This is an optimization exercise on Yosys and OpenROAD, whose aim is small area, not a production implementation. RTL that was checked went through simulation tests only; none was proved equivalent to the original. Function not checked in runs 1 and 2: the RTL went through the layout flow alone. Power and IR drop assume default switching activity.

[design/flow/constraint.sdc]
create_clock -name core_clock -period 25.0 [get_ports {CLOCK_50}]
set_input_delay 5.0000 -clock core_clock [delete_from_list [all_inputs] [get_ports {CLOCK_50}]]
set_output_delay 5.0000 -clock core_clock [all_outputs]
set_load 0.01 [all_outputs]
[design/flow/config.mk]
export PLATFORM = sky130hd
export DESIGN_NAME = menu
export DESIGN_NICKNAME = menu
export VERILOG_FILES = /design/flow/design.v
export SDC_FILE = /design/flow/constraint.sdc
export NUM_CORES = 4
export LEC_CHECK = 0
export ABC_AREA = 1
export CAP_MARGIN = 20
export CORE_MARGIN = 2
export CORE_UTILIZATION = 40
export CTS_CLUSTER_DIAMETER = 150
export CTS_CLUSTER_SIZE = 22
export SLEW_MARGIN = 20
[design/flow/flow/run.sh]
#!/bin/bash
# The standard layout, except: the port buffers use the smallest buffer cell,
# the clock tree gets no dummy loads, and gates off the critical paths are
# downsized after global routing.
set -e
export BUFFER_PORTS_ARGS="-buffer_cell sky130_fd_sc_hd__buf_1"
export CTS_ARGS="-sink_clustering_enable -repair_clock_nets -sink_clustering_size 22 -sink_clustering_max_diameter 150 -dont_use_dummy_load"
export RECOVER_POWER=100
bash standard.sh > standard.log 2>&1
[design/flow/standard.sh]
#!/bin/bash
# synth_recipe.tcl (not shown) runs the flow's synth.tcl, then flattens the netlist and writes it again
# the make line also repeats each setting of config.mk as NAME=value (left out here)
make -C /OpenROAD-flow-scripts/flow DESIGN_CONFIG=/design/flow/config.mk WORK_HOME=/design/flow/orfs CLKGATE_MAP_FILE= SYNTH_SCRIPT=/design/flow/synth_recipe.tcl "${@:-finish}"
[design/flow/design.v]
module jumpgame(CLOCK_50, reset, toggle, KEY, sel_prev,
                LEDR, LEDG, HEX0, HEX1, HEX2, HEX3, HEX4, HEX5, HEX6, HEX7,
                on, lost, dig0, dig1, dig4, dig5, hv_t, hv_o);
input CLOCK_50, reset, toggle, sel_prev;
input [3:0] KEY;
output reg [17:0] LEDR;
output reg [7:0] LEDG;
output reg [6:0] HEX0, HEX1, HEX2, HEX3, HEX4, HEX5, HEX6, HEX7;   
output reg lost;                           
output reg [3:0] dig0, dig1, dig4, dig5;
output [7:0] hv_t;    
output [3:0] hv_o;    
reg [6:0] clk_wall;
reg [3:0] wall_move;
reg [2:0] lvl;         
reg [11:0] clkrng;
reg visit, choose_wall;
reg [1:0] s_jump, l_jump;
reg [6:0] clk_s, clk_l;
reg [2:0] s_move;
reg [3:0] l_move;
reg loss;
reg [3:0] wo, ho;
reg [2:0] wt, ht;
reg k0, k1, k2;
output reg on;         
reg [6:0] clk_wall_n;
reg [3:0] wall_move_n;
reg [2:0] lvl_n;
reg [11:0] clkrng_n;
reg visit_n, choose_wall_n;
reg [1:0] s_jump_n, l_jump_n;
reg [6:0] clk_s_n, clk_l_n;
reg [2:0] s_move_n;
reg [3:0] l_move_n;
reg loss_n;
reg [3:0] wo_n, ho_n;
reg [2:0] wt_n, ht_n;
reg s_col, l_col;
reg wall_step, rng_wrap;
reg [1:0] choose_jump;
reg winz, hs_ge5, w_ge5;
reg [6:0] d_hex0, d_hex1, d_hex2, d_hex3, d_hex4, d_hex5, d_hex6, d_hex7;
reg [17:0] d_ledr;
reg [7:0] d_ledg;
always @* begin
	clk_wall_n = clk_wall; wall_move_n = wall_move; lvl_n = lvl; clkrng_n = clkrng;
	visit_n = visit; choose_wall_n = choose_wall;
	s_jump_n = s_jump; l_jump_n = l_jump; clk_s_n = clk_s; clk_l_n = clk_l;
	s_move_n = s_move; l_move_n = l_move; loss_n = loss;
	wt_n = wt; wo_n = wo;
	ht_n = ht; ho_n = ho;
	if (s_jump != 0) begin
		s_col = !(s_move >= 1 && s_move <= 4);
		l_col = 1;
	end else if (l_jump != 0) begin
		s_col = !(l_move >= 1 && l_move <= 5);
		l_col = !(l_move >= 2 && l_move <= 4);
	end else begin
		s_col = 1;
		l_col = 1;
	end
	d_hex0 = 7'b1111111; d_hex1 = 7'b1111111; d_hex2 = 7'b1111111; d_hex3 = 7'b1111111;
	d_hex4 = 7'b1111111; d_hex5 = 7'b1111111; d_hex6 = 7'b1111111; d_hex7 = 7'b1111111;
	if (loss == 0) clk_wall_n = clk_wall_n + 1;
	case(lvl)
		1: wall_step = (clk_wall_n >= 78);
		2: wall_step = (clk_wall_n >= 75);
		3: wall_step = (clk_wall_n >= 70);
		4: wall_step = (clk_wall_n >= 65);
		5: wall_step = (clk_wall_n >= 60);
		6: wall_step = (clk_wall_n >= 55);
		default: wall_step = (clk_wall_n >= 80);
	endcase
	if (wall_step) begin
		wall_move_n = wall_move_n + 1;    
		clk_wall_n = 0;
	end
	case(lvl)
		1: rng_wrap = (clkrng > 1500);
		2: rng_wrap = (clkrng > 1750);
		3: rng_wrap = (clkrng > 2500);
		4: rng_wrap = (clkrng > 3000);
		5: rng_wrap = (clkrng > 3500);
		6: rng_wrap = (clkrng > 4000);
		default: rng_wrap = (clkrng != 0);
	endcase
	clkrng_n = rng_wrap ? 12'd0 : clkrng + 1;
	if (visit) choose_wall_n = (clkrng > 1000);
	if (wt > 3 || (wt == 3 && wo != 0)) lvl_n = 6;
	else if (wt == 2 && wo == 5) lvl_n = 5;
	else if (wt == 2 && wo == 0) lvl_n = 4;
	else if (wt == 1 && wo == 5) lvl_n = 3;
	else if (wt == 1 && wo == 0) lvl_n = 2;
	else if (wt == 0 && wo == 5) lvl_n = 1;
	case(wall_move_n)
		0: d_hex0[2] = 0;
		1: d_hex0[4] = 0;
		2: d_hex1[2] = 0;
		3: d_hex1[4] = 0;
		4: d_hex2[2] = 0;
		5: d_hex2[4] = 0;
		6: d_hex3[2] = 0;
		7: d_hex3[4] = 0;
		8: d_hex4[2] = 0;
		9: d_hex4[4] = 0;
		10: d_hex5[2] = 0;
		11: d_hex5[4] = 0;
		12: d_hex6[2] = 0;
		13: d_hex6[4] = 0;
		14: d_hex7[2] = 0;
		15: d_hex7[4] = 0;
	endcase
	if (choose_wall_n) case(wall_move_n)
		0: d_hex0[1] = 0;
		1: d_hex0[5] = 0;
		2: d_hex1[1] = 0;
		3: d_hex1[5] = 0;
		4: d_hex2[1] = 0;
		5: d_hex2[5] = 0;
		6: d_hex3[1] = 0;
		7: d_hex3[5] = 0;
		8: d_hex4[1] = 0;
		9: d_hex4[5] = 0;
		10: d_hex5[1] = 0;
		11: d_hex5[5] = 0;
		12: d_hex6[1] = 0;
		13: d_hex6[5] = 0;
		14: d_hex7[1] = 0;
		15: d_hex7[5] = 0;
	endcase
	if (wall_move_n == 0) visit_n = 0;
	if (wall_move_n == 15) begin
		if (visit == 0) begin
			if (s_col || (choose_wall_n && l_col)) begin
				loss_n = 1;
			end else begin
				if (wo == 9) begin
					wt_n = wt + 1; wo_n = 0;
				end else begin
					wo_n = wo + 1;
				end
			end
		end
		visit_n = 1;
	end
	if (!k1 && s_jump_n == 0 && loss_n == 0 && l_jump_n == 0) s_jump_n = 1;
	if (!k2 && l_jump_n == 0 && loss_n == 0 && s_jump_n == 0) l_jump_n = 1;
	if (s_jump_n != 0) choose_jump = 1;
	else if (l_jump_n != 0) choose_jump = 2;
	else begin
		d_hex7[4] = 0;
		choose_jump = 0;
	end
	case(choose_jump)
		1: begin
			if (s_jump_n == 1) clk_s_n = clk_s_n + 1;
			if (clk_s_n > 100) begin
				s_move_n = s_move_n + 1;
				clk_s_n = 0;
			end
			if (s_move_n > 6) begin
				s_move_n = 0;
				s_jump_n = 2;
			end
			case(s_move_n)
				1, 2, 3, 4: if (loss_n == 0) d_hex7[5] = 0;
				default: d_hex7[4] = 0;
			endcase
			if (k1 && s_jump_n == 2) s_jump_n = 0;
		end
		2: begin
			if (l_jump_n == 1) clk_l_n = clk_l_n + 1;
			if (clk_l_n > 100) begin
				l_move_n = l_move_n + 1;
				clk_l_n = 0;
			end
			if (l_move_n > 9) begin
				l_move_n = 0;
				l_jump_n = 2;
			end
			case(l_move_n)
				1, 5: if (loss_n == 0) d_hex7[5] = 0;
				2, 3, 4: if (loss_n == 0) d_hex7[0] = 0;
				default: d_hex7[4] = 0;
			endcase
			if (k2 && l_jump_n == 2) l_jump_n = 0;
		end
		default: ;
	endcase
	if (!k0) begin
		wall_move_n = 0;
		s_move_n = 0;
		l_move_n = 0;
		s_jump_n = 0;
		l_jump_n = 0;
		loss_n = 0;
		wt_n = 0; wo_n = 0;
		visit_n = 0;
		choose_wall_n = 0;
		lvl_n = 0;
	end
	d_ledr = 18'd0;
	if (wo_n > 0) d_ledr[17] = 1;
	if (wo_n > 1) d_ledr[16] = 1;
	if (wo_n > 2) d_ledr[15] = 1;
	if (wo_n > 3) d_ledr[14] = 1;
	if (wo_n > 4) d_ledr[13] = 1;
	if (wo_n > 5) d_ledr[12] = 1;
	if (wo_n > 6) d_ledr[11] = 1;
	if (wo_n > 7) d_ledr[10] = 1;
	if (wo_n > 8) d_ledr[9] = 1;
	d_ledg = 8'd0;
	case(wt_n)
		1: d_ledg = 8'b10000000;
		2: d_ledg = 8'b11000000;
		3: d_ledg = 8'b11100000;
		4: d_ledg = 8'b11110000;
		5: d_ledg = 8'b11111000;
		default: ;
	endcase
	winz = (wt_n == 0 && wo_n == 0);
	if ({wt_n, wo_n} >= {ht, ho} && !winz) begin
		ht_n = wt_n; ho_n = wo_n;
		if (wall_move_n[2]) begin
			d_ledg[0] = 0; d_ledg[1] = 1; d_ledg[2] = 0;
		end else begin
			d_ledg[0] = 1; d_ledg[1] = 0; d_ledg[2] = 1;
		end
	end
	w_ge5 = (wt_n >= 5);
	hs_ge5 = (ht_n >= 5);
	if (loss_n) begin
		d_ledg = 8'b11111111;
		d_hex3 = 7'b0001001;
		d_hex2 = 7'b0110111;
	end
	lost = loss_n;
	dig4 = wo_n;
	dig5 = w_ge5 ? 4'd5 : {1'b0, wt_n};
	dig0 = ho_n;
	dig1 = hs_ge5 ? 4'd5 : {1'b0, ht_n};
	LEDR = d_ledr; LEDG = d_ledg;
	HEX0 = d_hex0; HEX1 = d_hex1; HEX2 = d_hex2; HEX3 = d_hex3;
	HEX4 = d_hex4; HEX5 = d_hex5; HEX6 = d_hex6; HEX7 = d_hex7;
end
assign hv_t = {5'd0, sel_prev ? ht : ht_n};
assign hv_o = sel_prev ? ho : ho_n;
always @(posedge CLOCK_50) begin
	if (reset) begin
		clk_wall <= 0; wall_move <= 0; lvl <= 0; clkrng <= 0;
		visit <= 0; choose_wall <= 0;
		s_jump <= 0; l_jump <= 0; clk_s <= 0; clk_l <= 0;
		s_move <= 0; l_move <= 0; loss <= 0;
		wt <= 0; wo <= 0;
		ht <= 0; ho <= 0;
		k0 <= 1; k1 <= 1; k2 <= 1;
		on <= 0;
	end else if (toggle) begin
		k0 <= KEY[0]; k1 <= KEY[1]; k2 <= KEY[2];
		on <= 1;
		if (on) begin
			clk_wall <= clk_wall_n; wall_move <= wall_move_n; lvl <= lvl_n; clkrng <= clkrng_n;
			visit <= visit_n; choose_wall <= choose_wall_n;
			s_jump <= s_jump_n; l_jump <= l_jump_n; clk_s <= clk_s_n; clk_l <= clk_l_n;
			s_move <= s_move_n; l_move <= l_move_n; loss <= loss_n;
			wt <= wt_n; wo <= wo_n;
			ht <= ht_n; ho <= ho_n;
		end
	end
end
endmodule
module zapsgame(CLOCK_50, reset, toggle, KEY, SW, sel_prev,
                LEDR, LEDG, dig0, dig1, dig4, dig5, on, hs_view);
input CLOCK_50, reset, toggle, sel_prev;
input [3:0] KEY;
input [17:0] SW;
output reg [17:0] LEDR;
output reg [7:0] LEDG;
output reg [3:0] dig0, dig1, dig4, dig5;    
output reg on;                               
output [3:0] hs_view;                        
reg [6:0] Q;
reg [5:0] th;           
reg [4:0] T;
reg lit, nxt;           
reg [4:0] win;          
reg [3:0] winnum, hs;
reg [19:0] winnum2, hs2;
reg [5:0] R;
reg [4:0] S;
reg fast;               
reg [3:0] gcode;        
reg k0, k1, swb;
reg [6:0] Q_n;
reg [5:0] th_n;
reg [4:0] T_n;
reg lit_n, nxt_n;
reg [4:0] win_n;
reg [3:0] winnum_n, hs_n;
reg [19:0] winnum2_n, hs2_n;
reg [5:0] R_n;
reg [4:0] S_n;
reg fast_n;
reg [3:0] gcode_n;
reg [6:0] Q1;
reg [5:0] R1;
reg [4:0] Tload;
integer i;
always @* begin
	Q_n = Q; th_n = th; T_n = T; lit_n = lit; nxt_n = nxt; win_n = win;
	winnum_n = winnum; hs_n = hs; winnum2_n = winnum2; hs2_n = hs2;
	R_n = R; S_n = S; fast_n = fast; gcode_n = gcode;
	Q1 = Q + 1;
	if (Q1 >= {th, 1'b0} && T > 0) begin
		if (lit == 0) T_n = T - 1;
		Q_n = 0;
	end else begin
		Q_n = Q1;
	end
	if (th > 20) th_n = 6'd40 - win;
	if (winnum > 9) begin
		winnum_n = 0;
		winnum2_n = winnum2 + 1;
	end
	if (winnum2 > hs2) begin
		hs_n = winnum;
		hs2_n = winnum2;
	end else if (winnum2 == hs2) begin
		if (winnum > hs && win > 0) begin
			hs_n = winnum;
			hs2_n = winnum2;
		end
	end
	R1 = R + 1;
	if (R1 >= (fast ? 6'd25 : 6'd45)) begin
		S_n = (win > 7) ? S + 1 : 5'd0;
		R_n = 0;
	end else begin
		R_n = R1;
	end
	fast_n = (win > 20);
	if (win > 0 && win < 8) gcode_n = win[3:0];
	if (win > 7 && S >= 1 && S <= 16) gcode_n = S - 1;
	if (!k1) lit_n = 1;
	if (!k0 && k1) begin
		lit_n = 0;
		nxt_n = 0;
	end
	if (T < 1) T_n = 18;
	if (S > 17) S_n = 1;
	if (T < 18 && swb && lit) begin
		if (nxt == 0) begin
			if (win != 31) win_n = win + 1;
			winnum_n = winnum + 1;
			nxt_n = 1;
		end
	end else if (lit) begin
		win_n = 0;
		winnum_n = 0;
		winnum2_n = 0;
		th_n = 40;
		gcode_n = 0;
	end
	dig4 = winnum;
	dig5 = winnum2 > 9 ? 4'd9 : winnum2[3:0];
	dig0 = hs;
	dig1 = hs2 > 9 ? 4'd9 : hs2[3:0];
	LEDR = 0;
	for (i = 0; i < 18; i = i + 1)
		if (T == i) LEDR[i] = 1;
	for (i = 0; i < 8; i = i + 1)
		LEDG[7-i] = (gcode_n >= 1 && gcode_n <= 8 && i < gcode_n) || (gcode_n >= 9 && i + 8 >= gcode_n);
	Tload = on ? T_n : T;
end
assign hs_view = sel_prev ? hs : hs_n;
always @(posedge CLOCK_50) begin
	if (reset) begin
		Q <= 0; th <= 40; T <= 18; lit <= 0; nxt <= 0; win <= 0;
		winnum <= 0; hs <= 0; winnum2 <= 0; hs2 <= 0;
		R <= 0; S <= 0; fast <= 0; gcode <= 0;
		k0 <= 1; k1 <= 1; swb <= 0;
		on <= 0;
	end else if (toggle) begin
		k0 <= KEY[0]; k1 <= KEY[1];
		swb <= (Tload < 18) ? SW[Tload] : 1'b0;
		on <= 1;
		if (on) begin
			Q <= Q_n; th <= th_n; T <= T_n; lit <= lit_n; nxt <= nxt_n; win <= win_n;
			winnum <= winnum_n; hs <= hs_n; winnum2 <= winnum2_n; hs2 <= hs2_n;
			R <= R_n; S <= S_n; fast <= fast_n; gcode <= gcode_n;
		end
	end
end
endmodule
module timegame(CLOCK_50, reset, toggle, KEY, sel_prev,
                LEDG, showval, showend, value, clks, clkms, d4, on, hv_t, hv_o);
input CLOCK_50, reset, toggle, sel_prev;
input [3:0] KEY;
output reg [7:0] LEDG;                        
output reg showval;                           
output reg showend;                           
output reg on;                                
output reg [7:0] hv_t;                        
output reg [3:0] hv_o;                        
parameter IDLE = 0, START = 1, TIMING = 2, END = 3;
reg [1:0] state;
reg game;
reg [3:0] rng;         
output reg [3:0] value;
reg [11:0] clk;
output reg [3:0] clkms;
output reg [4:0] clks;        
reg [7:0] wt, ht;
reg [3:0] wo, ho;
reg hinc;              
output reg [3:0] d4;          
wire wsmall = (wt == 0);                      
wire hit = ((clks == value && clkms < 5) || (clks == value - 1 && clkms >= 5));
always @(posedge CLOCK_50) begin
	if (reset) begin
		state <= IDLE; game <= 0; rng <= 0; value <= 0;
		clk <= 0; clkms <= 0; clks <= 0;
		wt <= 0; wo <= 0; ht <= 0; ho <= 0;
		hinc <= 0; d4 <= 0; on <= 0;
	end else if (toggle) begin
		on <= 1;
		rng <= (rng > 11) ? 4'd0 : rng + 1;
		case(state)
			IDLE: begin
				game <= 0;
				d4 <= wsmall ? wo : 4'd0;
				if (!KEY[2]) begin
					clk <= 0;
					value <= (rng >= 1 && rng <= 10) ? rng + 5 : 4'd5;
					state <= START;
				end
			end
			START: begin
				d4 <= wsmall ? wo : 4'd0;
				clk <= clk + 1;
				if (clk >= 4000) begin
					state <= TIMING;
					clk <= 0;
					clks <= 0;
					clkms <= 0;
				end
			end
			TIMING: begin
				if (wsmall) d4 <= wo;
				clk <= clk + 1;
				if (clk >= 100 && clkms < 10) begin
					clkms <= clkms + 1;
					clk <= 0;
				end
				if (clkms > 9) begin
					clks <= clks + 1;
					clkms <= 0;
				end
				if (clks > 19) begin
					state <= END;
					clks <= 0;
					clkms <= 0;
				end
				if (!KEY[1]) begin
					state <= END;
					clks <= clks;
					clkms <= clkms;
				end
			end
			END: begin
				if (wsmall) d4 <= wo;
				if (game == 0) begin
					game <= 1;
					if (hit) begin
						if (wo == 9) begin
							wt <= wt + 1; wo <= 0;
						end else begin
							wo <= wo + 1;
						end
					end else begin
						wt <= 0; wo <= 0;
					end
				end
				if (!KEY[2]) state <= IDLE;
			end
		endcase
		hinc <= 0;
		if ({wt, wo} >= {ht, ho}) begin
			ht <= wt; ho <= wo;
			hinc <= ({wt, wo} != {ht, ho});
		end
	end
end
always @* begin
	showval = (state == TIMING) || (state == END) || (state == START && clk != 0) || (state == IDLE && game);
	showend = (state == END || state == IDLE) && game;
	LEDG = 0;
	if (state == START && clk != 0) begin
		if (clk <= 1000) LEDG = 8'b11111111;
		else if (clk <= 2000) LEDG = 8'b11111100;
		else if (clk <= 3000) LEDG = 8'b11110000;
		else LEDG = 8'b11000000;
	end
	hv_t = ht; hv_o = ho;
	if (sel_prev && hinc) begin
		if (ho != 0) hv_o = ho - 1;
		else begin
			hv_o = 9;
			hv_t = ht - 1;
		end
	end
end
endmodule
module menu(CLOCK_50, LEDG, LEDR, KEY, SW, HEX0, HEX1, HEX2, HEX3, HEX4, HEX5, HEX6, HEX7, reset);
input reset;
input [3:0] KEY;
input [17:0] SW;
input CLOCK_50;
output reg [6:0] HEX0, HEX1, HEX2, HEX3, HEX4, HEX5, HEX6, HEX7;
output reg [7:0] LEDG;
output reg [17:0] LEDR;
parameter JUMP = 0, ZAPS = 1, BEAT = 2, TIME = 3;  
reg [1:0] state;
reg [1:0] game;        
reg menuon;
reg forset, backset;
reg left;              
wire [17:0] ledrj, ledrz;
wire [7:0] ledgj, ledgz, ledgt;
wire [6:0] rawj0, rawj1, rawj2, rawj3, rawj4, rawj5, rawj6, rawj7;
wire lostj;
wire [3:0] dj0, dj1, dj4, dj5, dz0, dz1, dz4, dz5;
wire jon, zon, ton, tval, tend;
wire [3:0] tvalue, tms, td4;
wire [4:0] tsec;
wire [7:0] hvj_t, hvt_t;
wire [3:0] hvj_o, hvt_o, hvz;
localparam [15:0] SA = 16'h0012, SB = 16'h0060, SC = 16'h0004, SD = 16'h0092,
                  SE = 16'hfeba, SF = 16'h008e, SG = 16'h0083;
function [6:0] seg;
	input [3:0] d;
	seg = {SG[d], SF[d], SE[d], SD[d], SC[d], SB[d], SA[d]};
endfunction
localparam [31:0] M0 = 32'haaaaaaaa, M1 = 32'h0cc330cc, M2 = 32'h0f03c0f0, M3 = 32'h300c0300;
function [3:0] mod10;
	input [4:0] x;
	mod10 = {M3[x], M2[x], M1[x], M0[x]};
endfunction
reg [7:0] hs_t;
reg [3:0] hs_o;
always @* begin
	case(state)
		JUMP: begin hs_t = hvj_t; hs_o = hvj_o; end
		ZAPS: begin hs_t = (hvz == 10) ? 8'd1 : 8'd0; hs_o = (hvz == 10) ? 4'd0 : hvz; end
		TIME: begin hs_t = hvt_t; hs_o = hvt_o; end
		default: begin hs_t = 0; hs_o = 0; end
	endcase
end
reg [6:0] r0, r1, r2, r3, r4, r5, r6, r7;
reg g0, g1, g2, g3, g4, g5, g6, g7, keep5;
reg [3:0] b0, b1, b2, b3, b4, b5, b6, b7;
reg [17:0] nledr;
reg [7:0] nledg;
always @* begin
	{r0, r1, r2, r3, r4, r5, r6, r7} = 0;
	{g0, g1, g2, g3, g4, g5, g6, g7} = 0;
	{b0, b1, b2, b3, b4, b5, b6, b7} = 0;
	keep5 = 0;
	nledr = 0; nledg = 0;
	if (menuon) begin
		case(state)
			JUMP: begin
				nledg = 8'b00001000;
				r3 = 7'b1110001; r2 = 7'b1000001; r1 = 7'b1001000; r0 = 7'b0001100;
			end
			ZAPS: begin
				nledg = 8'b00000100;
				r3 = 7'b0100100; r2 = 7'b0001000; r1 = 7'b0001100; r0 = 7'b0010010;
			end
			BEAT: begin
				nledg = 8'b00000010;
				r3 = 7'b0000000; r2 = 7'b0000110; r1 = 7'b0001000; r0 = 7'b1111000;
			end
			TIME: begin
				nledg = 8'b00000001;
				r3 = 7'b1111000; r2 = 7'b1111001; r1 = 7'b1001000; r0 = 7'b0000110;
			end
		endcase
		r7 = 7'b0001001;
		r6 = 7'b0110111;
		g4 = 1; b4 = hs_o;
		if (hs_t < 5) begin g5 = 1; b5 = hs_t[3:0]; end
		else keep5 = 1;
	end else begin
		case(game)
			JUMP: if (jon) begin
				nledg = ledgj; nledr = ledrj;
				r0 = rawj0; r1 = rawj1; r2 = rawj2; r3 = rawj3;
				r4 = rawj4; r5 = rawj5; r6 = rawj6; r7 = rawj7;
				g0 = lostj; g1 = lostj; g4 = lostj; g5 = lostj;
				b0 = dj0; b1 = dj1; b4 = dj4; b5 = dj5;
			end
			ZAPS: if (zon) begin
				nledg = ledgz; nledr = ledrz;
				g0 = 1; g1 = 1; g4 = 1; g5 = 1;
				b0 = dz0; b1 = dz1; b4 = dz4; b5 = dz5;
				r2 = 7'b0110111; r3 = 7'b0001001;
				r6 = 7'b0111111; r7 = 7'b0111111;
			end
			TIME: if (ton) begin
				nledg = ledgt;
				{g0, g1, g2, g3, g4, g5, g6, g7} = 8'b11111111;
				if (tend) begin
					g1 = 0; r1 = 7'b1111011;
					b0 = (tms > 9) ? 4'd0 : tms;
					b2 = (tsec >= 20) ? tsec - 20 : (tsec >= 10) ? tsec - 10 : tsec;
					b3 = (tsec >= 10) ? 4'd1 : 4'd0;
				end
				b4 = td4;
				if (tval) begin
					b6 = (tvalue >= 10) ? tvalue - 10 : tvalue;
					b7 = (tvalue >= 10) ? 4'd1 : 4'd0;
				end
			end
			default: ;
		endcase
	end
end
always @(posedge CLOCK_50) begin
	if(reset) begin
		forset <= 0; backset <= 0;
		state <= 0; game <= 0;
		menuon <= 1; left <= 0;
		HEX0 <= 0; HEX1 <= 0; HEX2 <= 0; HEX3 <= 0;
		HEX4 <= 0; HEX5 <= 0; HEX6 <= 0; HEX7 <= 0;
		LEDR <= 0;
		LEDG <= 0;
	end else begin
		left <= ~menuon;
		if(~KEY[3] && ~KEY[2] && ~KEY[1] && ~menuon) begin
			forset <= 1;
			backset <= 1;
			menuon <= 1;
		end
		if(KEY[1]) forset <= 0;
		if(KEY[2]) backset <= 0;
		LEDR <= nledr;
		LEDG <= nledg;
		HEX0 <= g0 ? seg(b0) : r0;
		HEX1 <= g1 ? seg(b1) : r1;
		HEX2 <= g2 ? seg(b2) : r2;
		HEX3 <= g3 ? seg(b3) : r3;
		HEX4 <= g4 ? seg(b4) : r4;
		if (!keep5) HEX5 <= g5 ? seg(b5) : r5;
		HEX6 <= g6 ? seg(b6) : r6;
		HEX7 <= g7 ? seg(b7) : r7;
		if(menuon) begin
			if(~KEY[2] && forset == 0 && backset == 0) begin  
				state <= state - 1;
				backset <= 1;
			end
			if(~KEY[1] && forset == 0 && backset == 0) begin  
				state <= state + 1;
				forset <= 1;
			end
			if(~KEY[0]) begin  
				menuon <= 0;
				game <= state;
			end
		end
	end
end
jumpgame runjump(.CLOCK_50(CLOCK_50), .reset(reset), .toggle(~menuon && game == JUMP), .KEY(KEY),
	.sel_prev(left && game == JUMP),
	.LEDR(ledrj), .LEDG(ledgj), .HEX0(rawj0), .HEX1(rawj1), .HEX2(rawj2), .HEX3(rawj3),
	.HEX4(rawj4), .HEX5(rawj5), .HEX6(rawj6), .HEX7(rawj7),
	.on(jon), .lost(lostj), .dig0(dj0), .dig1(dj1), .dig4(dj4), .dig5(dj5), .hv_t(hvj_t), .hv_o(hvj_o));
zapsgame runzaps(.CLOCK_50(CLOCK_50), .reset(reset), .toggle(~menuon && game == ZAPS), .KEY(KEY), .SW(SW),
	.sel_prev(left && game == ZAPS),
	.LEDR(ledrz), .LEDG(ledgz), .dig0(dz0), .dig1(dz1), .dig4(dz4), .dig5(dz5),
	.on(zon), .hs_view(hvz));
timegame runtime(.CLOCK_50(CLOCK_50), .reset(reset), .toggle(~menuon && game == TIME), .KEY(KEY),
	.sel_prev(left && game == TIME),
	.LEDG(ledgt), .showval(tval), .showend(tend), .value(tvalue), .clks(tsec), .clkms(tms), .d4(td4),
	.on(ton), .hv_t(hvt_t), .hv_o(hvt_o));
endmodule
==> results_dict.tcl, run 1 <==
set metrics [dict create \
    mean_instance_size_in_the_synthesized_netlist_um2 6.84 \
    dr_wl_met3_mm 2.60 \
    numClockSinks 317 \
    finalCriticalPeriod_ns 10.27 \
    route.vias.total 19500 \
    maximum_achievable_frequency_ghz 0.0974 \
    tritoncts.num_buffers 18 \
    initial_core_util 0.403 \
    yosys_warnings 4 \
    leakage_nw 9.13 \
    cp_slowest_stage_delay_ns 1.86 \
    timing_max_transition_violations_final 259 \
    path_max_fanout 62 \
    grt_overflow_total 0 \
    grt_antenna_before_repair 0 \
    global_route_usage_sum 0.217 \
    worst_ep_required_time_ns 25.42 \
    dp_hpwl_mm 45.4 \
    share_clk_of_total_power 0.317 \
    die_w_um 228 \
    syn-cell-area_mm2 0.0201 \
    post-synth-top-area-cell "sky130_fd_sc_hd__dfxtp_1" \
    detailroute.wirelength.met2_mm 27.0 \
    grt_max_degree 77 \
    count_of_flip_flops_with_a_built_in_enable_after_synthesis 0 \
    wl_per_cell_um 15.9 \
    multi_input_comb_area_mm2 0.0118 \
    final_net_count 3195 \
    layout.filler_cells 5236 \
    fin_setup_tns_ns 0 \
    maxUsedRoutingLayer "met4" \
    critical_path_capture_point_type "flop" \
    worstPathArrival_ns 10.70 \
    ys_seq_elements 317 \
    route.detailed.vias_per_inst 5.31 \
    worst_skew_pair.late_latency_ns 0.55 \
    met1Wirelength_mm 27.1 \
    synth_fp_nets 3127 \
    seq_area_frac_synth 0.316 \
    timing.max_cap.violations 6 \
    worst_pin_slew_ns 3.49 \
    syn2layout_area_growth_pct 7.37 \
    vdd.ir_drop.worst_v 0.0000315 \
    antenna_left 0 \
    worstPathCellList "clkbuf_1 > clkinv_1 > clkbuf_1 > clkbuf_1 > o21ai_0 > a211oi_1" \
    drt_pass1_iterations 5 \
    switching_share 0.287 \
    cts_htree_levels 1 \
    std_cell_rows 82 \
    cts-root-to-sink-buffers 3 \
    drc 0 \
    timing.critical_path.from_type "input pin" \
    slowest_cell_on_the_critical_path "sky130_fd_sc_hd__clkbuf_1" \
    finalCritPeriodShare 0.411 \
    fin_ws_ns 14.73 \
    p_sw_mw 0.277 \
    wl_mm 58.4 \
    postCtsResizedCells 0 \
    seqPwrFrac 0.549 \
    antenna-diode-count 0 \
    rsz0062_at_grt "no" \
    synthFlopType "sky130_fd_sc_hd__dfxtp_1" \
    floorplan.core_area_mm2 0.0499 \
    clockRootBuffer "sky130_fd_sc_hd__clkbuf_16" \
    post_route_cells_drive_above_1_share 0.0376 \
    postCtsSetupBuffers 0 \
    run_status "finished with violations" \
    synth_async_sr_flop_share 0 \
    power.combinational.fraction 0.134 \
    floorplan.die.height_um 228 \
    holdBufCountCts 0 \
    power_internal_mw 0.687 \
    worstPathBufferInverterCount 4 \
    io_pins 106 \
    numPortBuffers 105 \
    fin_skew_ns 0.0448 \
    final-hold-violation-count 0 \
    most_area_consuming_cells_after_synthesis "sky130_fd_sc_hd__dfxtp_1 (32%), sky130_fd_sc_hd__nand2_1 (10%), sky130_fd_sc_hd__ha_1 (10%)" \
    synth.most_common_cell "sky130_fd_sc_hd__nand2_1" \
    p_per_area_mw_per_mm2 44.6 \
    syn_inst 2942 \
    timing.critical_path.mode_cell "sky130_fd_sc_hd__clkbuf_1" \
    first_pass_grt_wire_length_mm 94.0 \
    slew-limit-headroom -1.33 \
    regArea_mm2 0.00635 \
    checkFailReasons "max-capacitance violations, max-slew violations" \
    grt_pass1_vias 18400 \
    drt_first_iter_violations 1436 \
    yosysUniqueCellTypes 66 \
    synthTopCellsByCount "sky130_fd_sc_hd__nand2_1 (559), sky130_fd_sc_hd__inv_1 (428), sky130_fd_sc_hd__dfxtp_1 (317)" \
    tritoncts "done" \
    setup.worst_path.class "input pin to flop" \
    gp_congestion 0.920 \
    synth_largest_type_area_fraction 0.316 \
    pre_cts_ws_ns 17.64 \
    finalSetupViolations 0 \
    design.die.area_mm2 0.0521 \
    worst_min_path_class "flop to flop" \
    critical-path-top-delay-family "buffers and inverters" \
    path_clk_slew_ns 0.10 \
]
==> path summary, 6_finish.rpt <==
path	start	endpoint	slack [ns]	cells after the start
max	reset	runtime.clk[9]	14.73	6
min	runjump.choose_wall	runjump.choose_wall	0.47	2
max reg2reg	runjump.clkrng[7]	HEX5[1]	19.06	35
min reg2reg	runjump.choose_wall	runjump.choose_wall	0.47	2
==> final cells by class <==
type | count | share of cell area
sequential | 317 | 0.294
clock buffer | 18 | 0.0209
timing repair buffer | 118 | 0.0221
tap | 672 | 0.0389
multi-input combinational | 2112 | 0.547
inverter | 443 | 0.0772
==> cell usage in the layout, fill, tap and decap left out, types with 13 or more instances in the layout <==
cell,netlist,final
sky130_fd_sc_hd__o21ai_1,15,13
sky130_fd_sc_hd__a211oi_1,38,38
sky130_fd_sc_hd__nand2_1,559,559
sky130_fd_sc_hd__nor3_1,68,68
sky130_fd_sc_hd__nand3_1,150,150
sky130_fd_sc_hd__clkbuf_16,0,18
sky130_fd_sc_hd__dfxtp_1,317,317
sky130_fd_sc_hd__nand2_2,25,25
sky130_fd_sc_hd__nand4_1,51,51
sky130_fd_sc_hd__a21oi_1,267,268
sky130_fd_sc_hd__buf_1,2,104
sky130_fd_sc_hd__nor2_1,278,277
sky130_fd_sc_hd__o21ai_0,218,220
sky130_fd_sc_hd__o211ai_1,29,29
sky130_fd_sc_hd__nor4_1,17,17
sky130_fd_sc_hd__a31oi_1,29,29
sky130_fd_sc_hd__inv_1,428,427
sky130_fd_sc_hd__ha_1,161,161
sky130_fd_sc_hd__xnor2_1,13,13
sky130_fd_sc_hd__xor2_1,34,34
==> logic make-up (layout without fill, tap and decap cells) <==
group,count (synthesis),count (layout),share of synthesized area
xor+xnor,47,47,0.0205
mux,1,1,0.000498
compound gates,686,686,0.196
fa+ha+maj,161,161,0.100
flops,317,317,0.316
buf+inv,513,579,0.0971
simple gates,1217,1217,0.270
==> power groups by stage <==
| stage | registers [mW] | logic, mW | clock network (mW) |
|---|---|---|---|
| 6_report | 0.528 | 0.129 | 0.306 |
| 5_1_grt | 0.530 | 0.144 | 0.332 |
| 4_1_cts | 0.528 | 0.128 | 0.315 |
| 3_5_place_dp | 0.540 | 0.128 | 0 |
| 3_3_place_gp | 0.540 | 0.126 | 0 |
| 2_1_floorplan | 0.540 | 0.0860 | 0 |
==> state kept, by name (all words and copies together), names as in the netlist, 6 cells and up <==
register / cells
runzaps.R: 6
runtime.ht: 8
HEX5: 7
LEDG: 8
runjump.clk_s: 7
runjump.clkrng: 12
HEX1: 7
runzaps.hs2: 20
runjump.clk_l: 7
HEX7: 7
HEX2: 7
runzaps.winnum2: 20
HEX3: 7
runtime.wt: 8
LEDR: 18
runzaps.Q: 7
HEX0: 7
HEX6: 7
HEX4: 7
runjump.clk_wall: 7
runtime.clk: 12
runzaps.th: 6
==> tightest hold or removal path: cells and delay by family (launching register included) <==
family	cells	cell delay, ns
and+or+nand+nor	1	0.06
DFF	1	0.33
AOI/OAI and AO/OA	1	0.05
==> through the flow <==
step	std cells	util	power, mW	hold slack, ns	area (um^2)
after floorplan	2942	-	0.626	0.430	20100
after global placement	3662	0.424	0.666	0.450	21200
after detailed placement	3662	0.425	0.668	0.460	21200
after CTS	3680	0.434	0.972	0.478	21600
after global routing	3680	0.433	1.01	0.501	21600
final	3680	0.433	0.963	0.474	21600
==> layer usage <==
layer,vias to the layer above,track usage
met2,476,0.372
met4,0,0.0674
li1,9902,-
met5,-,0
met3,88,0.0219
met1,9075,0.288
==> inputs of run 2 (changes only) <==
==> design/flow/flow/run.sh (replaced) <==
#!/bin/bash
# The standard layout, except: the port buffers use the smallest buffer cell,
# and the gates that synthesis sized up are put back to their smallest size
# before floorplanning (the resizer sizes up again where slew or load needs it).
set -e
here=$(pwd)
export BUFFER_PORTS_ARGS="-buffer_cell sky130_fd_sc_hd__buf_1"
bash standard.sh synth > standard_synth.log 2>&1
odb=$(ls orfs/results/*/*/*/1_synth.odb)
sed -e "s#@ODB@#$here/$odb#" flow/downsize.tcl > downsize_run.tcl
openroad -no_init -exit downsize_run.tcl > downsize.log 2>&1
bash standard.sh > standard.log 2>&1
==> design/flow/flow/downsize.tcl (new file) <==
# Swap every combinational cell of drive strength 2 or more for its drive-1
# version (same pins); flip-flops and clock buffers are left as they are.
read_db @ODB@
set db [ord::get_db]
set block [[$db getChip] getBlock]
set n 0
foreach inst [$block getInsts] {
  set name [[$inst getMaster] getName]
  if {[regexp {^(sky130_fd_sc_hd__[a-z0-9]+)_([0-9]+)$} $name -> base drive]} {
    if {$drive <= 1 || [string match "*df*" $base] || [string match "*clkbuf*" $base] || [string match "*dl*" $base]} { continue }
    set m [$db findMaster "${base}_1"]
    if {$m == "NULL" || $m == ""} { continue }
    $inst swapMaster $m
    incr n
  }
}
puts "downsized $n cells"
write_db @ODB@
==> run 2 against run 1 <==
  * Now clean on timing, DRC and antenna
  * Clock power grew 4%
  * Via count grew 0.47%
  * Register-to-register slack lost 0.94 ns
  * Final area shrank 1.3%
  * Fmax grew 46%
  * Critical path type unchanged
==> results_dict.tcl, run 2 <==
set metrics [dict create \
    regArea_mm2 0.00635 \
    global_route.usage.met3 0.0247 \
    dp_hpwl_mm 45.5 \
    multi_input_comb_area_mm2 0.0115 \
    worst_pin_slew_ns 1.01 \
    timing_max_transition_violations_final 0 \
    first_pass_grt_wire_length_mm 95.3 \
    syn2layout_area_growth_pct 7.96 \
    numPortBuffers 105 \
    cp_slowest_stage_delay_ns 0.66 \
    worst_skew_pair.late_latency_ns 0.55 \
    path_clk_slew_ns 0.09 \
    grt_antenna_before_repair 0 \
    std_cell_rows 81 \
    numClockSinks 317 \
    most_common_library_cell_in_the_layout_ignoring_fill_and_taps "sky130_fd_sc_hd__nand2_1" \
    fin_setup_tns_ns 0 \
    finalSetupViolations 0 \
    path_max_fanout 68 \
    worst_r2r_path_depth 36 \
    worst_ep_required_time_ns 25.47 \
    die_w_um 226 \
    postCtsSetupBuffers 0 \
    timing.rr.end "HEX5[1]" \
    p_per_area_mw_per_mm2 45.5 \
    gp_congestion 0.924 \
    final_net_count 3196 \
    layout_top_registers "runzaps.hs2: 20 flops, runzaps.winnum2: 20 flops, LEDR: 18 flops" \
    worstPathCellList "clkbuf_4 > inv_2 > buf_4 > o21ai_0 > nor2_1 > o21ai_0 > a31oi_1" \
    timing.critical_path.mode_cell "sky130_fd_sc_hd__o21ai_0" \
    vdd.ir_drop.worst_v 0.0000333 \
    worstPathBufferInverterCount 3 \
    finalCriticalPeriod_ns 7.03 \
    grt_pass1_vias 18500 \
    layout.filler_cells 5128 \
    worst_min_path_class "flop to flop" \
    final-hold-violation-count 0 \
    drc 0 \
    tritoncts.num_buffers 18 \
    total_number_of_cells_along_the_worst_setup_path 7 \
    hp-start "runjump.l_jump[0]" \
    placed_instance_count 3655 \
    cts_htree_levels 1 \
    io_pins 106 \
    slew-limit-headroom 0.325 \
    critical-path-top-delay-family "buffers and inverters" \
    wl_per_cell_um 16.1 \
    finalCritPeriodShare 0.281 \
    holdBufCountCts 0 \
    final_cell_mix "sky130_fd_sc_hd__nand2_1 (592), sky130_fd_sc_hd__inv_1 (435), sky130_fd_sc_hd__dfxtp_1 (317)" \
    worst_setup_path_endpoint "runtime.wt[4]" \
    yosys_warnings 4 \
    antenna-diode-count 0 \
    grt.met1_usage 0.300 \
    floorplan.die.height_um 226 \
    synth_fp_nets 3127 \
    syn-cell-area_mm2 0.0197 \
    syn_inst 2942 \
    slowest_cell_on_the_critical_path "sky130_fd_sc_hd__buf_4" \
    post_route_cells_drive_above_1_share 0.0126 \
    grt_overflow_total 0 \
    layoutNonFillerInstCount 3675 \
    run_status "finished clean" \
    maximum_achievable_frequency_ghz 0.142 \
    tritoncts "done" \
    route.vias.total 19600 \
    drt_first_iter_violations 1599 \
    mean_instance_size_in_the_synthesized_netlist_um2 6.71 \
    worstPathArrival_ns 7.50 \
    clockRootBuffer "sky130_fd_sc_hd__clkbuf_16" \
    floorplan.core_area_mm2 0.0488 \
    cts-root-to-sink-buffers 3 \
    grt_max_degree 69 \
    post-layout-total-power_mw 0.970 \
    drt_pass1_iterations 6 \
    launch_point_of_the_worst_path "reset" \
    global_route_usage_sum 0.229 \
    timing.hold.ws_ns 0.471 \
    leakage_nw 9.04 \
    antenna_left 0 \
    share_of_the_core_filled_with_cells_in_the_final_layout 0.436 \
    wl_mm 59.2 \
    timing.critical_path.from_type "input pin" \
    rsz0062_at_grt "no" \
    grt_use_met2 0.391 \
    timing.max_cap.violations 0 \
    critical_path_capture_point_type "flop" \
    regToRegStartpoint "runjump.loss" \
    postCtsResizedCells 0 \
    setup.worst_path.class "input pin to flop" \
    initial_core_util 0.404 \
    design.die.area_mm2 0.0511 \
    fin_skew_ns 0.0283 \
    route.detailed.vias_per_inst 5.34 \
    globalRoute.busiestLayer "met2" \
    setup.reg_to_reg.worst_slack_ns 18.12 \
]
[run 2: cell types whose count changed in the layout (fill, tap and decap cells not counted), sizes merged]
| cell | previous run | this run |
|---|---|---|
| buf | 113 | 118 |
| clkbuf | 23 | 20 |
| inv | 435 | 436 |
[run 2: through the flow]
step | worst slack, ns | instance area [um^2]
5_1_grt | 17.31 | 21300
3_3_place_gp | 17.49 | 20800
3_5_place_dp | 17.40 | 20800
2_1_floorplan | 18.72 | 19700
4_1_cts | 17.96 | 21300
6_report | 17.97 | 21300
[run 2: worst min-delay path by stage]
stage                              to  slack, ns  cells past startpoint
floorplan               runtime.d4[2]       0.43                      2
global route               runjump.on       0.49                      2
detailed placement         runjump.on       0.46                      2
CTS                 runjump.l_jump[0]       0.47                      2
global placement           runtime.on       0.45                      2
finish              runjump.l_jump[0]       0.47                      2
[run 2: worst reg2reg max path, delay by kind of cell (launching register included)]
family / cells / cell delay, ns
buffers and inverters: 4 / 0.88
DFF: 1 / 0.37
adders and majority gates: 2 / 0.67
and+or+nand+nor: 24 / 3.75
AOI/OAI and AO/OA: 6 / 1.14
[run 2: layout make-up]
type | instances | area share
Sequential cell | 317 | 0.298
Tap cell | 664 | 0.0390
Clock inverter | 1 | 0.000763
Inverter | 443 | 0.0780
Multi-Input combinational cell | 2112 | 0.539
Timing Repair Buffer | 119 | 0.0236
Clock buffer | 19 | 0.0223
[run 2: routing by layer]
metal | part of all wire | wire [um]
met3 | 0.044 | 2590
met2 | 0.47 | 27600
met4 | 0.033 | 1930
met1 | 0.46 | 27000
met5 | 0 | 0
[run 2: power breakdown]
part           switching [mW]  internal (mW)  total, mW
clock network           0.180          0.137      0.317
registers             0.00923          0.518      0.527
logic                  0.0889         0.0365      0.125
==> inputs of run 3 (changes only) <==
--- a/design/flow/design.v
+++ b/design/flow/design.v
@@ -17,6 +17,4 @@
 reg visit, choose_wall;
-reg [1:0] s_jump, l_jump;
+reg [4:0] js;          
 reg [6:0] clk_s, clk_l;
-reg [2:0] s_move;
-reg [3:0] l_move;
 reg loss;
@@ -31,6 +29,4 @@
 reg visit_n, choose_wall_n;
-reg [1:0] s_jump_n, l_jump_n;
+reg [4:0] js_n;
 reg [6:0] clk_s_n, clk_l_n;
-reg [2:0] s_move_n;
-reg [3:0] l_move_n;
 reg loss_n;
@@ -40,3 +36,2 @@
 reg wall_step, rng_wrap;
-reg [1:0] choose_jump;
 reg winz, hs_ge5, w_ge5;
@@ -48,12 +43,12 @@
 	visit_n = visit; choose_wall_n = choose_wall;
-	s_jump_n = s_jump; l_jump_n = l_jump; clk_s_n = clk_s; clk_l_n = clk_l;
-	s_move_n = s_move; l_move_n = l_move; loss_n = loss;
+	js_n = js; clk_s_n = clk_s; clk_l_n = clk_l;
+	loss_n = loss;
 	wt_n = wt; wo_n = wo;
 	ht_n = ht; ho_n = ho;
-	if (s_jump != 0) begin
-		s_col = !(s_move >= 1 && s_move <= 4);
+	if (js >= 1 && js <= 8) begin
+		s_col = !(js >= 2 && js <= 5);
 		l_col = 1;
-	end else if (l_jump != 0) begin
-		s_col = !(l_move >= 1 && l_move <= 5);
-		l_col = !(l_move >= 2 && l_move <= 4);
+	end else if (js >= 9) begin
+		s_col = !(js >= 10 && js <= 14);
+		l_col = !(js >= 11 && js <= 13);
 	end else begin
@@ -146,52 +141,32 @@
 	end
-	if (!k1 && s_jump_n == 0 && loss_n == 0 && l_jump_n == 0) s_jump_n = 1;
-	if (!k2 && l_jump_n == 0 && loss_n == 0 && s_jump_n == 0) l_jump_n = 1;
-	if (s_jump_n != 0) choose_jump = 1;
-	else if (l_jump_n != 0) choose_jump = 2;
-	else begin
+	if (!k1 && js_n == 0 && loss_n == 0) js_n = 1;
+	if (!k2 && js_n == 0 && loss_n == 0) js_n = 9;
+	if (js_n == 0) begin
 		d_hex7[4] = 0;
-		choose_jump = 0;
-	end
-	case(choose_jump)
-		1: begin
-			if (s_jump_n == 1) clk_s_n = clk_s_n + 1;
-			if (clk_s_n > 100) begin
-				s_move_n = s_move_n + 1;
-				clk_s_n = 0;
-			end
-			if (s_move_n > 6) begin
-				s_move_n = 0;
-				s_jump_n = 2;
-			end
-			case(s_move_n)
-				1, 2, 3, 4: if (loss_n == 0) d_hex7[5] = 0;
-				default: d_hex7[4] = 0;
-			endcase
-			if (k1 && s_jump_n == 2) s_jump_n = 0;
+	end else if (js_n <= 8) begin
+		if (js_n <= 7) clk_s_n = clk_s_n + 1;
+		if (clk_s_n > 100) begin
+			js_n = js_n + 1;
+			clk_s_n = 0;
 		end
-		2: begin
-			if (l_jump_n == 1) clk_l_n = clk_l_n + 1;
-			if (clk_l_n > 100) begin
-				l_move_n = l_move_n + 1;
-				clk_l_n = 0;
-			end
-			if (l_move_n > 9) begin
-				l_move_n = 0;
-				l_jump_n = 2;
-			end
-			case(l_move_n)
-				1, 5: if (loss_n == 0) d_hex7[5] = 0;
-				2, 3, 4: if (loss_n == 0) d_hex7[0] = 0;
-				default: d_hex7[4] = 0;
-			endcase
-			if (k2 && l_jump_n == 2) l_jump_n = 0;
+		if (js_n >= 2 && js_n <= 5) begin
+			if (loss_n == 0) d_hex7[5] = 0;
+		end else d_hex7[4] = 0;
+		if (k1 && js_n == 8) js_n = 0;
+	end else begin
+		if (js_n <= 18) clk_l_n = clk_l_n + 1;
+		if (clk_l_n > 100) begin
+			js_n = js_n + 1;
+			clk_l_n = 0;
 		end
-		default: ;
-	endcase
+		if (js_n == 10 || js_n == 14) begin
+			if (loss_n == 0) d_hex7[5] = 0;
+		end else if (js_n >= 11 && js_n <= 13) begin
+			if (loss_n == 0) d_hex7[0] = 0;
+		end else d_hex7[4] = 0;
+		if (k2 && js_n == 19) js_n = 0;
+	end
 	if (!k0) begin
 		wall_move_n = 0;
-		s_move_n = 0;
-		l_move_n = 0;
-		s_jump_n = 0;
-		l_jump_n = 0;
+		js_n = 0;
 		loss_n = 0;
@@ -252,4 +227,4 @@
 		visit <= 0; choose_wall <= 0;
-		s_jump <= 0; l_jump <= 0; clk_s <= 0; clk_l <= 0;
-		s_move <= 0; l_move <= 0; loss <= 0;
+		js <= 0; clk_s <= 0; clk_l <= 0;
+		loss <= 0;
 		wt <= 0; wo <= 0;
@@ -264,4 +239,4 @@
 			visit <= visit_n; choose_wall <= choose_wall_n;
-			s_jump <= s_jump_n; l_jump <= l_jump_n; clk_s <= clk_s_n; clk_l <= clk_l_n;
-			s_move <= s_move_n; l_move <= l_move_n; loss <= loss_n;
+			js <= js_n; clk_s <= clk_s_n; clk_l <= clk_l_n;
+			loss <= loss_n;
 			wt <= wt_n; wo <= wo_n;
@@ -410,3 +385,3 @@
 output reg [3:0] value;
-reg [11:0] clk;
+reg [6:0] clk;         
 output reg [3:0] clkms;
@@ -434,2 +409,4 @@
 					clk <= 0;
+					clkms <= 0;
+					clks <= 0;
 					value <= (rng >= 1 && rng <= 10) ? rng + 5 : 4'd5;
@@ -440,4 +417,14 @@
 				d4 <= wsmall ? wo : 4'd0;
-				clk <= clk + 1;
-				if (clk >= 4000) begin
+				if (clk == 99) begin
+					clk <= 0;
+					if (clkms == 9) begin
+						clkms <= 0;
+						clks <= clks + 1;
+					end else begin
+						clkms <= clkms + 1;
+					end
+				end else begin
+					clk <= clk + 1;
+				end
+				if (clks >= 4) begin
 					state <= TIMING;
@@ -494,10 +481,12 @@
 end
+reg started;
 always @* begin
-	showval = (state == TIMING) || (state == END) || (state == START && clk != 0) || (state == IDLE && game);
+	started = (clk != 0 || clkms != 0 || clks != 0);    
+	showval = (state == TIMING) || (state == END) || (state == START && started) || (state == IDLE && game);
 	showend = (state == END || state == IDLE) && game;
 	LEDG = 0;
-	if (state == START && clk != 0) begin
-		if (clk <= 1000) LEDG = 8'b11111111;
-		else if (clk <= 2000) LEDG = 8'b11111100;
-		else if (clk <= 3000) LEDG = 8'b11110000;
+	if (state == START && started) begin
+		if (clks == 0 || (clks == 1 && clkms == 0 && clk == 0)) LEDG = 8'b11111111;
+		else if (clks == 1 || (clks == 2 && clkms == 0 && clk == 0)) LEDG = 8'b11111100;
+		else if (clks == 2 || (clks == 3 && clkms == 0 && clk == 0)) LEDG = 8'b11110000;
 		else LEDG = 8'b11000000;
==> run 3 against run 2 <==
  * Still clean
  * Hold slack got worse by 0.00061 ns
  * Final area is 2.7% lower
  * Clock-buffer cell count is 1 lower
  * Fmax is 4.6% lower
  * Register-to-register slack lost 0.49 ns
  * Wire length decreased by 2.8%
  * Core utilization shrank 0.12 points
  * Setup slack got worse by 0.34 ns
  * Synthesized cell count shrank 2.4%
  * Synthesized area decreased by 2.2%
  * Critical path depth grew 32
  * Critical endpoint is now runjump.js[1]
==> results_dict.tcl, run 3 <==
set metrics [dict create \
    worst_skew_pair.late_latency_ns 0.54 \
    timing_max_transition_violations_final 0 \
    switching_share 0.281 \
    syn_inst 2871 \
    finalCriticalPeriod_ns 7.37 \
    critical_path_capture_point_type "flop" \
    place_area_mm2 0.0203 \
    path_max_fanout 13 \
    p_per_area_mw_per_mm2 44.2 \
    grt_antenna_before_repair 0 \
    finalCritPeriodShare 0.295 \
    final_cell_mix "sky130_fd_sc_hd__nand2_1 (578), sky130_fd_sc_hd__inv_1 (437), sky130_fd_sc_hd__dfxtp_1 (306)" \
    critical-path-top-delay-family "simple AND/OR/NAND/NOR gates" \
    route.vias.total 19100 \
    route.detailed.vias_per_inst 5.37 \
    seqPwrFrac 0.555 \
    tritoncts.num_buffers 17 \
    maxUsedRoutingLayer "met4" \
    grt_max_degree 74 \
    global_route_usage_sum 0.223 \
    initial_core_util 0.405 \
    rsz0062_at_grt "no" \
    floorplan.core_area_mm2 0.0476 \
    syn2layout_area_growth_pct 7.39 \
    grt_overflow_total 0 \
    layout.filler_cells 5064 \
    worstPathArrival_ns 7.79 \
    gp_congestion 0.958 \
    timing.critical_path.from_type "flop" \
    yosys_warnings 4 \
    slew-limit-headroom 0.432 \
    power.combinational.fraction 0.123 \
    io_pins 106 \
    worst_pin_slew_ns 0.852 \
    detailroute.wirelength.met2_mm 26.7 \
    mean_instance_size_in_the_synthesized_netlist_um2 6.72 \
    tritoncts "done" \
    slowest_cell_on_the_critical_path "sky130_fd_sc_hd__nand3_1" \
    fin_skew_ns 0.0167 \
    postCtsSetupBuffers 0 \
    holdBufCountCts 0 \
    design.die.area_mm2 0.0500 \
    share_of_the_core_filled_with_cells_in_the_final_layout 0.435 \
    layout_top_registers "runzaps.hs2: 20 flops, runzaps.winnum2: 20 flops, LEDR: 18 flops" \
    grt_pass1_vias 17700 \
    postCtsResizedCells 0 \
    syn-cell-area_mm2 0.0193 \
    numClockSinks 306 \
    die_w_um 224 \
    numPortBuffers 105 \
    drc 0 \
    worst_min_path_class "flop to flop" \
    final_net_count 3118 \
    post_route_cells_drive_above_1_share 0.0109 \
    dp_hpwl_mm 44.0 \
    std_cell_rows 80 \
    worst_ep_required_time_ns 25.42 \
    share_clk_of_total_power 0.322 \
    cts-root-to-sink-buffers 3 \
    antenna-diode-count 0 \
    fin_ws_ns 17.63 \
    path_clk_slew_ns 0.10 \
    clockRootBuffer "sky130_fd_sc_hd__clkbuf_16" \
    final-hold-violation-count 0 \
    synth_fp_nets 3055 \
    setup.worst_path.class "flop to flop" \
    p_sw_mw 0.258 \
    wl_per_cell_um 16.2 \
    worstPathBufferInverterCount 4 \
    pre_cts_ws_ns 17.23 \
    finalSetupViolations 0 \
    floorplan.die.height_um 224 \
    maximum_achievable_frequency_ghz 0.136 \
    drt_first_iter_violations 1472 \
    timing.max_cap.violations 0 \
    fin_area_mm2 0.0207 \
    most_common_library_cell_in_the_layout_ignoring_fill_and_taps "sky130_fd_sc_hd__nand2_1" \
    drt_pass1_iterations 6 \
    wl_mm 57.5 \
    leakage_nw 8.96 \
    fin_setup_tns_ns 0 \
    timing.critical_path.mode_cell "sky130_fd_sc_hd__nand2_1" \
    cts_htree_levels 1 \
    power_internal_mw 0.659 \
    dr_wl_met3_mm 3.00 \
    cp_slowest_stage_delay_ns 0.42 \
    antenna_left 0 \
    met1Wirelength_mm 26.2 \
    first_pass_grt_wire_length_mm 91.4 \
    vdd.ir_drop.worst_v 0.0000327 \
    run_status "finished clean" \
]
[run 3: power by group through the flow]
stage          registers, mW  logic, mW  clock network (mW)
2_1_floorplan          0.520     0.0713                   0
6_report               0.509      0.112               0.295
3_5_place_dp           0.520      0.111                   0
5_1_grt                0.510      0.125               0.323
4_1_cts                0.509      0.111               0.306
3_3_place_gp           0.520      0.110                   0
[run 3: path summary, 6_finish.rpt]
| path | startpoint | end | slack, ns | cells past startpoint |
|---|---|---|---|---|
| setup / recovery | runjump.loss | runjump.js[1] | 17.63 | 39 |
| hold / removal | runjump.choose_wall | runjump.choose_wall | 0.47 | 2 |
| setup reg to reg | runjump.loss | runjump.js[1] | 17.63 | 39 |
| hold reg to reg | runjump.choose_wall | runjump.choose_wall | 0.47 | 2 |
[run 3: layout make-up]
class	instances	area [um^2]	area share
flip-flops and latches	306	6130	0.296
clock inverters	1	8.76	0.000423
multi-input cells	2048	11200	0.542
clock buffers	18	439	0.0212
repair buffers	115	473	0.0228
inverters	446	1670	0.0808
well taps	615	769	0.0371
[run 3: worst register-to-register path, delay by kind of cell (launching register included)]
| kind | cells | cell delay [ns] |
|---|---|---|
| compound gates | 4 | 0.88 |
| fa+ha+maj | 1 | 0.20 |
| buf+inv | 4 | 0.55 |
| flops | 1 | 0.38 |
| simple gates | 30 | 5.24 |
[run 3: per-layer routing]
| metal | vias up | GRT usage |
|---|---|---|
| met1 | 8801 | 0.296 |
| met3 | 80 | 0.0279 |
| met5 | - | 0 |
| met4 | 0 | 0.0624 |
| met2 | 506 | 0.380 |
| li1 | 9671 | - |
[run 3: stage by stage]
step                      hold WS, ns  instances  power [mW]
after floorplan                 0.436       2871       0.592
after global routing            0.509       3549       0.958
final                           0.471       3549       0.916
after detailed placement        0.458       3530       0.631
after global placement          0.450       3530       0.630
after CTS                       0.472       3549       0.926
==> inputs of run 4 (changes only) <==
==> design/flow/flow/run.sh (replaced) <==
#!/bin/bash
# The standard layout, except: after the standard synthesis the combinational
# logic is re-mapped for area (OpenROAD restructure) and gates left sized up
# are put back to drive 1 (the resizer sizes up again where slew or load needs
# it); the port buffers use the smallest buffer cell.
set -e
here=$(pwd)
export BUFFER_PORTS_ARGS="-buffer_cell sky130_fd_sc_hd__buf_1"
bash standard.sh synth > standard_synth.log 2>&1
res=$(dirname $(ls orfs/results/*/*/*/1_synth.odb))
lib=$here/restructure_lib.lib
python3 flow/libfilter.py $FLOW_HOME/platforms/sky130hd/lib/sky130_fd_sc_hd__tt_025C_1v80.lib $lib > libfilter.log 2>&1
mkdir -p restructure_work
sed -e "s#@LIB@#$lib#g" -e "s#@ODB@#$here/$res/1_synth.odb#g" -e "s#@SDC@#$here/$res/1_synth.sdc#g" \
    -e "s#@WORK@#$here/restructure_work#g" flow/restructure.tcl > restructure_run.tcl
openroad -no_init -exit restructure_run.tcl > restructure.log 2>&1
sed -e "s#@ODB@#$here/$res/1_synth.odb#" flow/downsize.tcl > downsize_run.tcl
openroad -no_init -exit downsize_run.tcl > downsize.log 2>&1
bash standard.sh > standard.log 2>&1
==> design/flow/flow/libfilter.py (new file) <==
#!/usr/bin/env python3
# Copy a liberty file without the cells that the platform marks don't-use
# (sky130hd: the lpflow_* cells and the probe cells), so that restructure's
# ABC mapping can not pick them.
import re, sys
src, dst = sys.argv[1], sys.argv[2]
text = open(src).read()
out = []
pos = 0
for m in re.finditer(r'\n\s*cell\s*\(\s*"?([A-Za-z0-9_]+)"?\s*\)\s*\{', text):
    if m.start() < pos:
        continue
    name = m.group(1)
    # find the end of this cell group by brace matching
    depth = 0
    i = m.end() - 1
    while True:
        c = text[i]
        if c == '{':
            depth += 1
        elif c == '}':
            depth -= 1
            if depth == 0:
                break
        i += 1
    if re.search(r'lpflow_|probe_p_|probec_p_', name):
        out.append(text[pos:m.start()])
        pos = i + 1
out.append(text[pos:])
open(dst, 'w').write(''.join(out))
==> design/flow/flow/restructure.tcl (new file) <==
# Re-map the combinational logic of the synthesized netlist for area with
# OpenROAD's restructure (ABC); flip-flops and ports are not touched.
read_liberty @LIB@
read_db @ODB@
read_sdc @SDC@
restructure -liberty_file @LIB@ -target area \
  -tielo_port sky130_fd_sc_hd__conb_1/LO -tiehi_port sky130_fd_sc_hd__conb_1/HI \
  -work_dir @WORK@
write_db @ODB@
==> run 4 against run 3 <==
  * Highest routed layer unchanged
  * Power is 1.7% lower
  * Critical path type unchanged
  * Non-clock buffer count is 7 higher
  * First-iteration DRC count down 3.7%
  * Core utilization increased by 1.3 points
==> results_dict.tcl, run 4 <==
set metrics [dict create \
    worst_skew_pair.late_latency_ns 0.53 \
    mean_instance_size_in_the_synthesized_netlist_um2 7.55 \
    timing.critical_path.from_type "flop" \
    final-hold-violation-count 0 \
    die_w_um 202 \
    io_pins 106 \
    antenna-diode-count 0 \
    maximum_achievable_frequency_ghz 0.115 \
    worst_ep_required_time_ns 25.47 \
    p_per_area_mw_per_mm2 52.2 \
    initial_core_util 0.405 \
    drc 0 \
    floorplan.core_area_mm2 0.0386 \
    tritoncts "done" \
    finalCritPeriodShare 0.348 \
    wl_per_cell_um 18.3 \
    timing.max_cap.violations 0 \
    route.vias.total 16100 \
    slowest_cell_on_the_critical_path "sky130_fd_sc_hd__nor3_1" \
    global_route_usage_sum 0.239 \
    numClockSinks 306 \
    final_cell_mix "sky130_fd_sc_hd__clkinv_1 (353), sky130_fd_sc_hd__nor2_1 (337), sky130_fd_sc_hd__dfxtp_1 (306)" \
    clockRootBuffer "sky130_fd_sc_hd__clkbuf_16" \
    holdBufCountCts 0 \
    worst_pin_slew_ns 1.08 \
    pre_cts_ws_ns 16.17 \
    gp_congestion 0.946 \
    synth_fp_nets 2093 \
    rsz0062_at_grt "no" \
    worst_min_path_class "flop to flop" \
    tritoncts.num_buffers 17 \
    syn_inst 2069 \
    wl_mm 49.9 \
    design.die.area_mm2 0.0407 \
    grt_antenna_before_repair 0 \
    finalSetupViolations 0 \
    run_status "finished clean" \
    finalCriticalPeriod_ns 8.69 \
    timing.critical_path.mode_cell "sky130_fd_sc_hd__clkinv_1" \
    leakage_nw 5.67 \
    dp_hpwl_mm 37.5 \
    postCtsResizedCells 0 \
    yosys_warnings 4 \
    grt_pass1_vias 14400 \
    syn-cell-area_mm2 0.0156 \
    fin_setup_tns_ns 0 \
    grt_max_degree 90 \
    final_net_count 2234 \
    setup.worst_path.class "flop to flop" \
    slew-limit-headroom 0.280 \
    grt_overflow_total 0 \
    vdd.ir_drop.worst_v 0.0000352 \
    drt_pass1_iterations 6 \
    cts-root-to-sink-buffers 3 \
    syn2layout_area_growth_pct 10.5 \
    drt_first_iter_violations 1418 \
    floorplan.die.height_um 202 \
    critical_path_capture_point_type "flop" \
    cp_slowest_stage_delay_ns 0.56 \
    path_clk_slew_ns 0.10 \
    std_cell_rows 72 \
    timing.hold.ws_ns 0.466 \
    path_max_fanout 14 \
    fin_skew_ns 0.0218 \
    layout_top_registers "runzaps.hs2: 20 flops, runzaps.winnum2: 20 flops, LEDR: 18 flops" \
    fin_ws_ns 16.31 \
    numPortBuffers 105 \
    route.detailed.vias_per_inst 5.91 \
    timing_max_transition_violations_final 0 \
    worstPathArrival_ns 9.16 \
    antenna_left 0 \
    first_pass_grt_wire_length_mm 79.2 \
    most_common_library_cell_in_the_layout_ignoring_fill_and_taps "sky130_fd_sc_hd__clkinv_1" \
    postCtsSetupBuffers 0 \
    cts_htree_levels 1 \
    post_route_cells_drive_above_1_share 0.0190 \
]
run 4: worst paths after layout:
path | endpoint | slack (ns) | depth (start not counted) | start
setup reg to reg | HEX5[0] | 16.31 | 33 | runjump.clk_wall[0]
hold / removal | runzaps.Q[0] | 0.47 | 1 | runzaps.Q[0]
setup / recovery | HEX5[0] | 16.31 | 33 | runjump.clk_wall[0]
hold reg to reg | runzaps.Q[0] | 0.47 | 1 | runzaps.Q[0]
run 4: metrics by stage:
step | cell area, um^2 | total power [mW] | instances | util
floorplan | 15600 | 0.579 | 2069 | -
global placement | 16800 | 0.619 | 2709 | 0.436
detailed placement | 16800 | 0.619 | 2709 | 0.436
CTS | 17300 | 0.911 | 2728 | 0.447
global route | 17300 | 0.939 | 2728 | 0.448
finish | 17300 | 0.901 | 2728 | 0.448
run 4: layout make-up:
type                    count  area, um^2
fillers                  3996       21300
multi-input cells        1409        8190
flip-flops and latches    306        6130
inverters                 354        1330
well taps                 518         648
repair buffers            122         526
clock buffers              18         439
clock inverters             1        8.76
run 4: report_power, final:
part,switching (mW),total [mW],leakage (nW),internal [mW]
clock network,0.166,0.292,0.221,0.126
registers,0.00828,0.507,2.48,0.499
logic,0.0707,0.101,2.97,0.0307
total,0.245,0.901,5.67,0.656
run 4: critical path: cells and delay by family, from the launching register on:
kind            cells  cell delay (ns)
simple gates        9             2.50
buf+inv             8             1.33
compound gates     16             4.45
flops               1             0.34
run 4: metal layers:
layer,GRT usage,vias to the layer above,wire length [um]
met5,0,-,0
met4,0.0664,0,1170
met3,0.0261,57,2940
met2,0.387,547,22500
met1,0.338,7603,23200
li1,-,7915,-

separate check: timing with driven ports:
No port has a modelled driver above. Below, the same layouts with a new extraction and two added sets of constraints. Step 1 (the two cells are an assumption about what drives the block):
set clk [get_ports {CLOCK_50}]
set_driving_cell -lib_cell sky130_fd_sc_hd__clkbuf_16 $clk
set_driving_cell -lib_cell sky130_fd_sc_hd__buf_2 [delete_from_list [all_inputs] $clk]
Step 2 times the ports against the registers' clock, not the clock port: input delays grow and output delays shrink by t, the midpoint of the rising clock arrivals with the driver on. a / b / c = ideal ports / drivers / drivers and shift; a / b = the first two.
run | t (ns) | setup WS [ns] | worst hold slack (ns) | worst data-port slew with drivers (ns) | pins driven straight from the clock port
run 1 | 0.584 | 14.729 / 14.766 / 14.182 | 0.474 / 0.474 / 0.474 | 0.03 | 1
run 2 | 0.594 | 17.968 / 18.003 / 17.409 | 0.471 / 0.471 / 0.471 | 0.04 | 1
run 3 | 0.581 | 17.628 / 17.628 / 17.153 | 0.471 / 0.471 / 0.471 | 0.04 | 1
run 4 | 0.582 | 16.310 / 16.310 / 16.310 | 0.466 / 0.466 / 0.466 | 0.04 | 1
The setup slack of run 2, which loses most, moves by +0.035 ns with the drivers and by -0.559 ns with both steps.
